Background: an optimization exercise with open tools, aiming at small area. Do not read the settings as production practice. At most, simulation tests tie the RTL to the original design; equivalence was not proved. The clock input has no modelled driver; a real chip could not lean on it and would need a root buffer or a full tree. Power is estimated from default activity; no workload was simulated.

==> trial 5 <==
==> flow/design.v <==
`timescale 1ns / 1ps
module Top_UART(
    input wire i_clk,
    input wire i_reset,
    input wire i_rx,
    output wire o_tx,
    output wire [7:0] operando_A, operando_B
);
    reg [8:0] bcnt;
    wire tick = bcnt[0] & ~bcnt[2] & ~bcnt[5] & bcnt[6] & bcnt[7] & ~bcnt[8];
    always @(posedge i_clk)
        if (i_reset | tick) bcnt <= 9'd17;
        else                bcnt <= {~bcnt[7:0], bcnt[8] ^ bcnt[1]};
    reg        ridle;
    reg [3:0]  rt;
    reg [9:0]  rsn;
    wire rseg    = tick & (rt == 4'd15);
    wire rx_done = ~ridle & rseg & ~rsn[0] & i_rx;
    wire [7:0] rbyte = ~rsn[9:2];
    always @(posedge i_clk) begin
        if (i_reset)
            ridle <= 1'b1;
        else if (ridle) begin
            if (~i_rx) ridle <= 1'b0;
        end else if (rseg & ~rsn[0])
            ridle <= 1'b1;
    end
    always @(posedge i_clk) begin
        if (ridle) begin
            rt  <= 4'd8;
            rsn <= 10'b01_1111_1111;
        end else begin
            if (tick) rt <= rt + 4'd1;
            if (rseg) rsn <= {~i_rx, rsn[9:1]};
        end
    end
    reg [1:0] ist;           
    reg [7:0] ra, rb;
    always @(posedge i_clk)
        if (i_reset)      ist <= 2'd0;
        else if (rx_done) ist <= {ist[0], ~(ist[1] | ist[0])};
    wire [7:0] rdat = ~(rsn[9:2] | {8{i_reset}});
    always @(posedge i_clk) begin
        if (i_reset | (rx_done & (ist == 2'd0))) ra <= rdat;
        if (i_reset | (rx_done & (ist == 2'd1))) rb <= rdat;
    end
    assign operando_A = ra;
    assign operando_B = rb;
    wire load = rx_done & ist[1];
    reg [7:0] tc;
    wire [3:0] s = tc[7:4];
    wire pre = ~s[3] & s[2] & ~s[0];
    wire tadv = pre | (tick & (s[3] | s[2]));
    wire tend = (tc[3:0] == 4'd15);
    always @(posedge i_clk) begin
        if (load)      tc[3:0] <= 4'hE;
        else if (tadv) tc[3:0] <= tc[3:0] + 4'd1;
        if (i_reset)   tc[7:4] <= 4'd0;
        else if (load) tc[7:4] <= 4'd6;
        else if (tadv & tend) tc[7:4] <= tc[7:4] + 4'd1;
    end
    wire tseg = tick & tend;
    wire [5:0] o = rbyte[5:0];
    wire valid = o[5] & ~o[4] & ~(o[3] & (o[2] | o[1])) & ~(~o[3] & ~o[2] & o[0]);
    reg [2:0] opc;
    reg cy;
    wire [2:0] bi = s[2:0];
    wire p2 = opc[2], p1 = opc[1], p0 = opc[0];
    wire shift = (~p2 & p1 & p0 & cy) | (p2 & ~p1 & ~cy);
    wire [3:0] bidx = {1'b0, bi} + (shift ? {1'b0, ra[2:0]} : 4'd0);
    wire ovf = bidx[3] | (|ra[7:3]);
    wire a = ra[bi];
    wire b = rb[bidx[2:0]];
    wire sub = ~p2 & ~p1 & p0;
    wire bx = b ^ sub;
    wire sum = a ^ bx ^ cy;
    wire mj = (a & bx) | (a & cy) | (bx & cy);
    wire upd = ~p2 & ~p1;
    always @(posedge i_clk) begin
        if (load) begin
            opc <= o[3:1] | {3{~valid}};
            cy  <= o[0] | (~o[2] & o[1]);
        end else if (tseg & upd & s[3])
            cy <= mj;
    end
    wire shb = ovf ? (cy & rb[7]) : b;
    wire rbit = p2 ? (p1 ? 1'b1 : (cy ? ~mj : shb)) : (p1 ? (p0 ? (cy ? shb : sum) : mj) : sum);
    reg txr;
    always @(posedge i_clk)
        if (i_reset) txr <= 1'b0;
        else         txr <= s[3] ? rbit : ~s[0];
    assign o_tx = txr;
endmodule
==> flow/flow/run.sh <==
#!/bin/bash
# The standard layout (standard.sh) with these changes:
#  - synthesis is the standard flow's own script, except that the one ABC call that maps
#    the logic is run with several area-oriented ABC scripts (flow/abc_*.abc)
#    and the smallest result is kept (flow/abc_override.tcl), and adders are
#    left to ABC instead of being mapped to full/half-adder cells first;
#    registers are mapped before ABC, as in the standard synthesis;
#  - port buffers are the smallest buffer (buf_1);
#  - after CTS, its tree is replaced by 4 clkbuf_8 driven straight from the
#    clock port, each driving one balanced cluster of flip-flops (flow/clock_tree.tcl).
set -euo pipefail
here=$(pwd)
export FLOW_DIR=$here
export FLOW_CLK_K=4
export FLOW_CLK_BUF=sky130_fd_sc_hd__clkbuf_8
export FLOW_ABC_SCRIPTS="$(ls $here/flow/abc_*.abc | tr '\n' ' ')"
{ head -n 1 synth_recipe.tcl; cat flow/abc_override.tcl; tail -n +2 synth_recipe.tcl; } > flow_synth.tcl
bash standard.sh \
  SYNTH_SCRIPT=$here/flow_synth.tcl \
  ADDER_MAP_FILE= \
  "BUFFER_PORTS_ARGS=-buffer_cell sky130_fd_sc_hd__buf_1" \
  "CTS_ARGS=-sink_clustering_enable -repair_clock_nets -dont_use_dummy_load -buf_list sky130_fd_sc_hd__clkbuf_8" \
  POST_CTS_TCL=$here/flow/clock_tree.tcl \
  finish > flow_standard.log 2>&1
==> flow/flow/abc_a2.abc <==
&get -n
&st
&dch -f
&nf -R 1000
&put
==> flow/flow/abc_b5.abc <==
strash
dch -f
amap
topo
==> flow/flow/abc_d1.abc <==
strash
dch
amap
==> flow/flow/abc_d3.abc <==
strash
balance
dch -f
amap
==> flow/flow/abc_d4.abc <==
&get -n
&st
&dch
&nf -R 1000
&put
==> flow/flow/abc_d6.abc <==
&get -n
&st
&dc2
&dch -f
&nf -R 1000
&put
==> flow/flow/abc_d7.abc <==
strash
dch -f
amap -m
==> flow/flow/abc_e4.abc <==
strash
ifraig
dch
amap
==> flow/flow/abc_e7.abc <==
strash
refactor
rewrite
dch
amap
==> flow/flow/abc_g4.abc <==
&get -n
&st
&syn2
&deepsyn -T 20 -S 3
&put
strash
dch
amap
==> flow/flow/abc_h1.abc <==
&get -n
&st
&syn2
&deepsyn -T 20 -S 1
&put
strash
dch
amap
==> flow/flow/abc_h2.abc <==
&get -n
&st
&syn2
&deepsyn -T 20 -S 2
&put
strash
dch
amap
==> flow/flow/abc_h4.abc <==
&get -n
&st
&syn2
&deepsyn -T 20 -S 4
&put
strash
dch
amap
==> flow/flow/abc_i2.abc <==
&get -n
&st
&syn2
&deepsyn -T 20 -S 2
&dch
&nf -R 1000
&put
==> flow/flow/abc_i3.abc <==
&get -n
&st
&syn2
&deepsyn -T 20 -S 3
&dch
&nf -R 1000
&put
==> flow/flow/abc_override.tcl <==
# ORFS maps the logic with one abc call. Run it once per script in
# FLOW_ABC_SCRIPTS (area-oriented ABC scripts) on the same design and keep the
# smallest result. Registers are mapped before this call and are not touched.
proc abc {args} {
  set si [expr {[lsearch -exact $args -script] + 1}]
  set statargs {}
  for {set j 0} {$j < [llength $args]} {incr j} {
    if {[lindex $args $j] eq "-liberty"} { lappend statargs -liberty [lindex $args [expr {$j + 1}]] }
  }
  yosys design -save flow_pre_abc
  set bestarea 1e18
  set best ""
  set k 0
  foreach sc $::env(FLOW_ABC_SCRIPTS) {
    yosys design -load flow_pre_abc
    if {$si > 0} { lset args $si $sc }
    yosys abc {*}$args
    set f $::env(FLOW_DIR)/abc_stat_$k.txt
    yosys tee -q -o $f stat {*}$statargs
    set fh [open $f]
    set txt [read $fh]
    close $fh
    set area 1e18
    foreach {m a} [regexp -all -inline {Chip area for module[^:]*:\s*([0-9.]+)} $txt] { set area $a }
    puts "flow: abc script [file tail $sc]: area $area"
    if {$area < $bestarea} {
      set bestarea $area
      set best $sc
      yosys design -save flow_best_abc
    }
    incr k
  }
  yosys design -load flow_best_abc
  puts "flow: kept abc script [file tail $best], area $bestarea"
}
==> flow/flow/clock_tree.tcl <==
# Replace the clock tree built by CTS with FLOW_CLK_K buffers driven straight
# from the clock port, each driving one cluster of the clock sinks (k-means on
# the sink locations, balanced), placed at its cluster's centre.
set block [ord::get_db_block]
set clk_port_net [$block findNet i_clk]
set bufs {}
foreach inst [$block getInsts] {
  set m [[$inst getMaster] getName]
  if {[string match "sky130_fd_sc_hd__clkbuf_*" $m] && [string match "clkbuf_*" [$inst getName]]} {
    lappend bufs [$inst getName]
  }
}
puts "flow: removing clock tree buffers: $bufs"
if {[llength $bufs] > 0} { remove_buffers {*}$bufs }
set pts {}
foreach it [$clk_port_net getITerms] {
  set inst [$it getInst]
  set bb [$inst getBBox]
  set x [expr {([$bb xMin] + [$bb xMax]) / 2.0}]
  set y [expr {([$bb yMin] + [$bb yMax]) / 2.0}]
  lappend pts [list [$inst getName] [[$it getMTerm] getName] $x $y]
}
set k $::env(FLOW_CLK_K)
set n [llength $pts]
# initial centres: sinks spread by sorted x+y
set sorted [lsort -real -index 2 $pts]
set cs {}
for {set i 0} {$i < $k} {incr i} {
  set p [lindex $sorted [expr {int(($i + 0.5) * $n / $k)}]]
  lappend cs [list [lindex $p 2] [lindex $p 3]]
}
# k-means with balanced clusters: each cluster takes at most ceil(n/k) sinks;
# sinks are assigned in order of how much they prefer their nearest centre
set cap [expr {($n + $k - 1) / $k}]
for {set iter 0} {$iter < 50} {incr iter} {
  set order {}
  foreach p $pts {
    set ds {}
    for {set i 0} {$i < $k} {incr i} {
      set c [lindex $cs $i]
      lappend ds [list $i [expr {abs([lindex $p 2] - [lindex $c 0]) + abs([lindex $p 3] - [lindex $c 1])}]]
    }
    set ds [lsort -real -index 1 $ds]
    set regret [expr {[llength $ds] > 1 ? [lindex $ds 1 1] - [lindex $ds 0 1] : 0}]
    lappend order [list $regret $p $ds]
  }
  set order [lsort -real -decreasing -index 0 $order]
  set groups {}
  set cnt {}
  for {set i 0} {$i < $k} {incr i} { lappend groups {}; lappend cnt 0 }
  foreach e $order {
    set p [lindex $e 1]
    foreach d [lindex $e 2] {
      set i [lindex $d 0]
      if {[lindex $cnt $i] < $cap} {
        lset groups $i [concat [lindex $groups $i] [list $p]]
        lset cnt $i [expr {[lindex $cnt $i] + 1}]
        break
      }
    }
  }
  set cs {}
  foreach g $groups {
    set sx 0; set sy 0
    foreach p $g { set sx [expr {$sx + [lindex $p 2]}]; set sy [expr {$sy + [lindex $p 3]}] }
    set m [llength $g]
    if {$m == 0} { set m 1 }
    lappend cs [list [expr {$sx / $m}] [expr {$sy / $m}]]
  }
}
set dbu [$block getDbUnitsPerMicron]
for {set i 0} {$i < $k} {incr i} {
  set g [lindex $groups $i]
  if {[llength $g] == 0} continue
  set pins {}
  foreach p $g { lappend pins [get_pins "[lindex $p 0]/[lindex $p 1]"] }
  set c [lindex $cs $i]
  set cx [expr {[lindex $c 0] / $dbu}]; set cy [expr {[lindex $c 1] / $dbu}]
  set ib [insert_buffer -buffer_cell $::env(FLOW_CLK_BUF) -net i_clk -load_pins $pins -location [list $cx $cy] -buffer_name clkleaf_$i -net_name clkleaf_$i]
  set bi [$block findInst [get_full_name $ib]]
  puts "flow: buffer [$bi getName] [[$bi getMaster] getName] drives [llength $g] sinks at $cx $cy"
  foreach it [$bi getITerms] {
    if {[$it isOutputSignal]} { [$it getNet] setSigType CLOCK }
  }
}
$clk_port_net setSigType CLOCK
detailed_placement
check_placement -verbose
estimate_parasitics -placement
==> flow/standard.sh <==
#!/bin/bash
# synth_recipe.tcl (not shown) runs the flow's synth.tcl, then flattens the netlist and writes it again
# the make line also repeats each setting of config.mk as NAME=value (left out here)
make -C /OpenROAD-flow-scripts/flow DESIGN_CONFIG=/design/flow/config.mk WORK_HOME=/design/flow/orfs CLKGATE_MAP_FILE= SYNTH_SCRIPT=/design/flow/synth_recipe.tcl "${@:-finish}"
==> flow/config.mk <==
export PLATFORM = sky130hd
export DESIGN_NAME = Top_UART
export DESIGN_NICKNAME = Top_UART
export VERILOG_FILES = /design/flow/design.v
export SDC_FILE = /design/flow/constraint.sdc
export NUM_CORES = 4
export LEC_CHECK = 0
export CAP_MARGIN = 20
export CORE_MARGIN = 2
export CORE_UTILIZATION = 40
export SLEW_MARGIN = 20
==> flow/constraint.sdc <==
create_clock -name core_clock -period 10.0 [get_ports {i_clk}]
set_input_delay 2.0000 -clock core_clock [delete_from_list [all_inputs] [get_ports {i_clk}]]
set_output_delay 2.0000 -clock core_clock [all_outputs]
set_load 0.01 [all_outputs]
==> trial 46: changes against trial 5 <==
==> flow/design.v, changed modules only <==
module Top_UART(
    input wire i_clk,
    input wire i_reset,
    input wire i_rx,
    output wire o_tx,
    output wire [7:0] operando_A, operando_B
);
    reg [8:0] bcnt;
    wire tick = bcnt[0] & ~bcnt[2] & ~bcnt[5] & bcnt[6] & bcnt[7] & ~bcnt[8];
    always @(posedge i_clk)
        if (i_reset | tick) bcnt <= 9'd17;
        else                bcnt <= {~bcnt[7:0], bcnt[8] ^ bcnt[1]};
    reg        ridle;
    reg [3:0]  rt;
    reg [9:0]  rsr;
    wire rseg    = tick & (rt == 4'd15);
    wire rx_done = ~ridle & rseg & rsr[0] & i_rx;
    wire [7:0] rbyte = rsr[9:2];
    always @(posedge i_clk) begin
        if (i_reset)
            ridle <= 1'b1;
        else if (ridle) begin
            if (~i_rx) ridle <= 1'b0;
        end else if (rseg & rsr[0])
            ridle <= 1'b1;
    end
    always @(posedge i_clk) begin
        if (ridle) begin
            rt  <= 4'd8;
            rsr <= 10'b10_0000_0000;
        end else begin
            if (tick) rt <= rt + 4'd1;
            if (rseg) rsr <= {i_rx, rsr[9:1]};
        end
    end
    reg [1:0] ist;           
    reg [7:0] ra, rb;
    always @(posedge i_clk)
        if (i_reset)      ist <= 2'd0;
        else if (rx_done) ist <= {ist[0], ~(ist[1] | ist[0])};
    wire [7:0] rdat = rbyte & {8{~i_reset}};
    always @(posedge i_clk) begin
        if (i_reset | (rx_done & (ist == 2'd0))) ra <= rdat;
        if (i_reset | (rx_done & (ist == 2'd1))) rb <= rdat;
    end
    assign operando_A = ra;
    assign operando_B = rb;
    wire load = rx_done & ist[1];
    reg [7:0] tc;
    wire [3:0] s = tc[7:4];
    wire pre = ~s[3] & s[2] & ~s[0];
    wire tadv = pre | (tick & (s[3] | s[2]));
    wire tend = (tc[3:0] == 4'd15);
    always @(posedge i_clk) begin
        if (load)      tc[3:0] <= 4'hE;
        else if (tadv) tc[3:0] <= tc[3:0] + 4'd1;
        if (i_reset)   tc[7:4] <= 4'd0;
        else if (load) tc[7:4] <= 4'd6;
        else if (tadv & tend) tc[7:4] <= tc[7:4] + 4'd1;
    end
    wire tseg = tick & tend;
    wire [5:0] o = rbyte[5:0];
    wire valid = o[5] & ~o[4] & ~(o[3] & (o[2] | o[1])) & ~(~o[3] & ~o[2] & o[0]);
    reg [2:0] opc;
    reg cy;
    wire [2:0] bi = s[2:0];
    wire p2 = opc[2], p1 = opc[1], p0 = opc[0];
    wire shift = (~p2 & p1 & p0 & cy) | (p2 & ~p1 & ~cy);
    wire [3:0] bidx = {1'b0, bi} + (shift ? {1'b0, ra[2:0]} : 4'd0);
    wire ovf = bidx[3] | (|ra[7:3]);
    wire a = ra[bi];
    wire b = rb[bidx[2:0]];
    wire sub = ~p2 & ~p1 & p0;
    wire bx = b ^ sub;
    wire sum = a ^ bx ^ cy;
    wire mj = (a & bx) | (a & cy) | (bx & cy);
    wire upd = ~p2 & ~p1;
    always @(posedge i_clk) begin
        if (load) begin
            opc <= o[3:1] | {3{~valid}};
            cy  <= o[0] | (~o[2] & o[1]);
        end else if (tseg & upd & s[3])
            cy <= mj;
    end
    wire shb = ovf ? (cy & rb[7]) : b;
    wire rbit = p2 ? (p1 ? 1'b1 : (cy ? ~mj : shb)) : (p1 ? (p0 ? (cy ? shb : sum) : mj) : sum);
    reg txr;
    always @(posedge i_clk)
        if (i_reset) txr <= 1'b0;
        else         txr <= s[3] ? rbit : ~s[0];
    assign o_tx = txr;
endmodule
==> flow/flow/run.sh (replaced) <==
#!/bin/bash
# The standard layout with these changes:
#  - the synthesis script is the standard flow's own, except that ABC maps the logic with
#    an area-oriented script (flow/area.abc); registers are mapped as before;
#  - port buffers are the smallest buffer (buf_1);
#  - after CTS, its tree is replaced by two clkbuf_16 driven from the clock
#    port, each driving one half of the flip-flops (flow/clock_tree.tcl).
set -euo pipefail
here=$(pwd)
export FLOW_ABC_SCRIPT=$here/flow/area.abc
export FLOW_CLK_K=2
export FLOW_CLK_BUF=sky130_fd_sc_hd__clkbuf_16
{ head -n 1 synth_recipe.tcl; cat flow/abc_override.tcl; tail -n +2 synth_recipe.tcl; } > flow_synth.tcl
bash standard.sh \
  SYNTH_SCRIPT=$here/flow_synth.tcl \
  "BUFFER_PORTS_ARGS=-buffer_cell sky130_fd_sc_hd__buf_1" \
  "CTS_ARGS=-sink_clustering_enable -repair_clock_nets -dont_use_dummy_load -buf_list sky130_fd_sc_hd__clkbuf_8" \
  POST_CTS_TCL=$here/flow/clock_tree.tcl \
  finish > flow_standard.log 2>&1
==> flow/flow/abc_override.tcl (replaced) <==
# ORFS maps the logic with one abc call; give it an area-oriented script.
proc abc {args} {
  set i [lsearch -exact $args -script]
  if {$i >= 0} { lset args [expr {$i + 1}] $::env(FLOW_ABC_SCRIPT) }
  yosys abc {*}$args
}
==> flow/flow/area.abc (new file) <==
strash
dch -f
amap
topo
--- a/flow/flow/clock_tree.tcl
+++ b/flow/flow/clock_tree.tcl
@@ -1,6 +1,6 @@
 # Replace the clock tree built by CTS with FLOW_CLK_K buffers driven straight
 # from the clock port, each driving one cluster of the clock sinks (k-means on
-# the sink locations, balanced), placed at its cluster's centre.
+# the sink locations), placed at its cluster's centre.
 set block [ord::get_db_block]
 set clk_port_net [$block findNet i_clk]
 set bufs {}
@@ -29,35 +29,17 @@
   set p [lindex $sorted [expr {int(($i + 0.5) * $n / $k)}]]
   lappend cs [list [lindex $p 2] [lindex $p 3]]
 }
-# k-means with balanced clusters: each cluster takes at most ceil(n/k) sinks;
-# sinks are assigned in order of how much they prefer their nearest centre
-set cap [expr {($n + $k - 1) / $k}]
 for {set iter 0} {$iter < 50} {incr iter} {
-  set order {}
+  set groups {}
+  for {set i 0} {$i < $k} {incr i} { lappend groups {} }
   foreach p $pts {
-    set ds {}
+    set best 0; set bd 1e30
     for {set i 0} {$i < $k} {incr i} {
       set c [lindex $cs $i]
-      lappend ds [list $i [expr {abs([lindex $p 2] - [lindex $c 0]) + abs([lindex $p 3] - [lindex $c 1])}]]
+      set d [expr {abs([lindex $p 2] - [lindex $c 0]) + abs([lindex $p 3] - [lindex $c 1])}]
+      if {$d < $bd} { set bd $d; set best $i }
     }
-    set ds [lsort -real -index 1 $ds]
-    set regret [expr {[llength $ds] > 1 ? [lindex $ds 1 1] - [lindex $ds 0 1] : 0}]
-    lappend order [list $regret $p $ds]
-  }
-  set order [lsort -real -decreasing -index 0 $order]
-  set groups {}
-  set cnt {}
-  for {set i 0} {$i < $k} {incr i} { lappend groups {}; lappend cnt 0 }
-  foreach e $order {
-    set p [lindex $e 1]
-    foreach d [lindex $e 2] {
-      set i [lindex $d 0]
-      if {[lindex $cnt $i] < $cap} {
-        lset groups $i [concat [lindex $groups $i] [list $p]]
-        lset cnt $i [expr {[lindex $cnt $i] + 1}]
-        break
-      }
-    }
+    lset groups $best [concat [lindex $groups $best] [list $p]]
   }
   set cs {}
   foreach g $groups {
--- a/flow/config.mk
+++ b/flow/config.mk
@@ -7,5 +7,5 @@
 export LEC_CHECK = 0
 export CAP_MARGIN = 20
 export CORE_MARGIN = 2
-export CORE_UTILIZATION = 40
+export CORE_UTILIZATION = 70
 export SLEW_MARGIN = 20
removed: flow/flow/abc_a2.abc
removed: flow/flow/abc_b5.abc
removed: flow/flow/abc_d1.abc
removed: flow/flow/abc_d3.abc
removed: flow/flow/abc_d4.abc
removed: flow/flow/abc_d6.abc
removed: flow/flow/abc_d7.abc
removed: flow/flow/abc_e4.abc
removed: flow/flow/abc_e7.abc
removed: flow/flow/abc_g4.abc
removed: flow/flow/abc_h1.abc
removed: flow/flow/abc_h2.abc
removed: flow/flow/abc_h4.abc
removed: flow/flow/abc_i2.abc
removed: flow/flow/abc_i3.abc
==> summary of the runs <==
Against trial 5, the worst hold slack of trial 46 is better by 32 ps.
Flip-flop and latch count is the same in trial 5 and trial 46.
Combinational power: trial 5 is lower than trial 46 (about 4%).
Sequential share of layout area: trial 46 is lower than trial 5 (1.6 points).
In trial 5 the maximum frequency is larger than in trial 46, by 16%.
Final cell count: trial 5 is larger than trial 46 (about 11%).
Against trial 46, the cell area of trial 5 is lower by about 3%.
Of trial 5 and trial 46, trial 46 has the higher total power (gap 0.42%, measured against trial 46).
In trial 5 the first-iteration DRC count is smaller than in trial 46, by about 53%.
==> figures <==
metric	trial 46	trial 5
Result of the run	complete, no violations	complete, no violations
Final std cells w/o fill	286	317
Core Area	0.003078 mm2	0.005172 mm2
Count of placed standard cells including taps	284	313
Effective utilization at floorplan	74.19%	41.80%
Power per cell area	142.2 mW/mm2	146.0 mW/mm2
Placed instance area	0.002410 mm2	0.002336 mm2
Number of combinational gates with multiple inputs	141	146
Worst IR Drop VDD	0.1502 mV	0.1043 mV
Post-Route Hold Slack	401.7 ps	369.9 ps
CP max stage cell	fa_1	edfxtp_1
Multi-input combinational area share	36.24%	32.71%
Pleak	0.8537 nW	0.7994 nW
Peak clock frequency supported by timing	251.4 MHz	291.4 MHz
Most common library cell in the layout ignoring fill and taps	dfxtp_1	nor2_1
Clock latency at the later pin of the worst-skew pair	170 ps	150 ps
Switching Fraction	19.44%	19.00%
Met3 usage in global routing	4.412%	4.070%
Total global routing track utilization	31.33%	16.90%
Only the layout flow was run in trial 46; the RTL was not checked for function there.

==> re-timing with driven ports <==
Ports are ideal in the flow. The routed layouts listed here were re-timed in OpenROAD.
Step 1 (the two cells are an assumption about what drives the block):
set clk [get_ports {i_clk}]
set_driving_cell -lib_cell sky130_fd_sc_hd__clkbuf_16 $clk
set_driving_cell -lib_cell sky130_fd_sc_hd__buf_2 [delete_from_list [all_inputs] $clk]
Step 2 also shifts input and output timing later by t, the mid clock arrival at the registers, as if the neighbouring blocks saw the same clock.
Three values: no drivers, after step 1, after step 2; two values: the first two.
run | t, ns | slack for setup (ns) | worst setup path at the end | cell pins on the clock port's net
trial 5 | 0.194 | 6.568 / 6.568 / 6.568 | register to register | 4
trial 46 | 0.201 | 6.022 / 6.022 / 6.022 | register to register | 2
After both steps setup and hold are still met in every run listed.
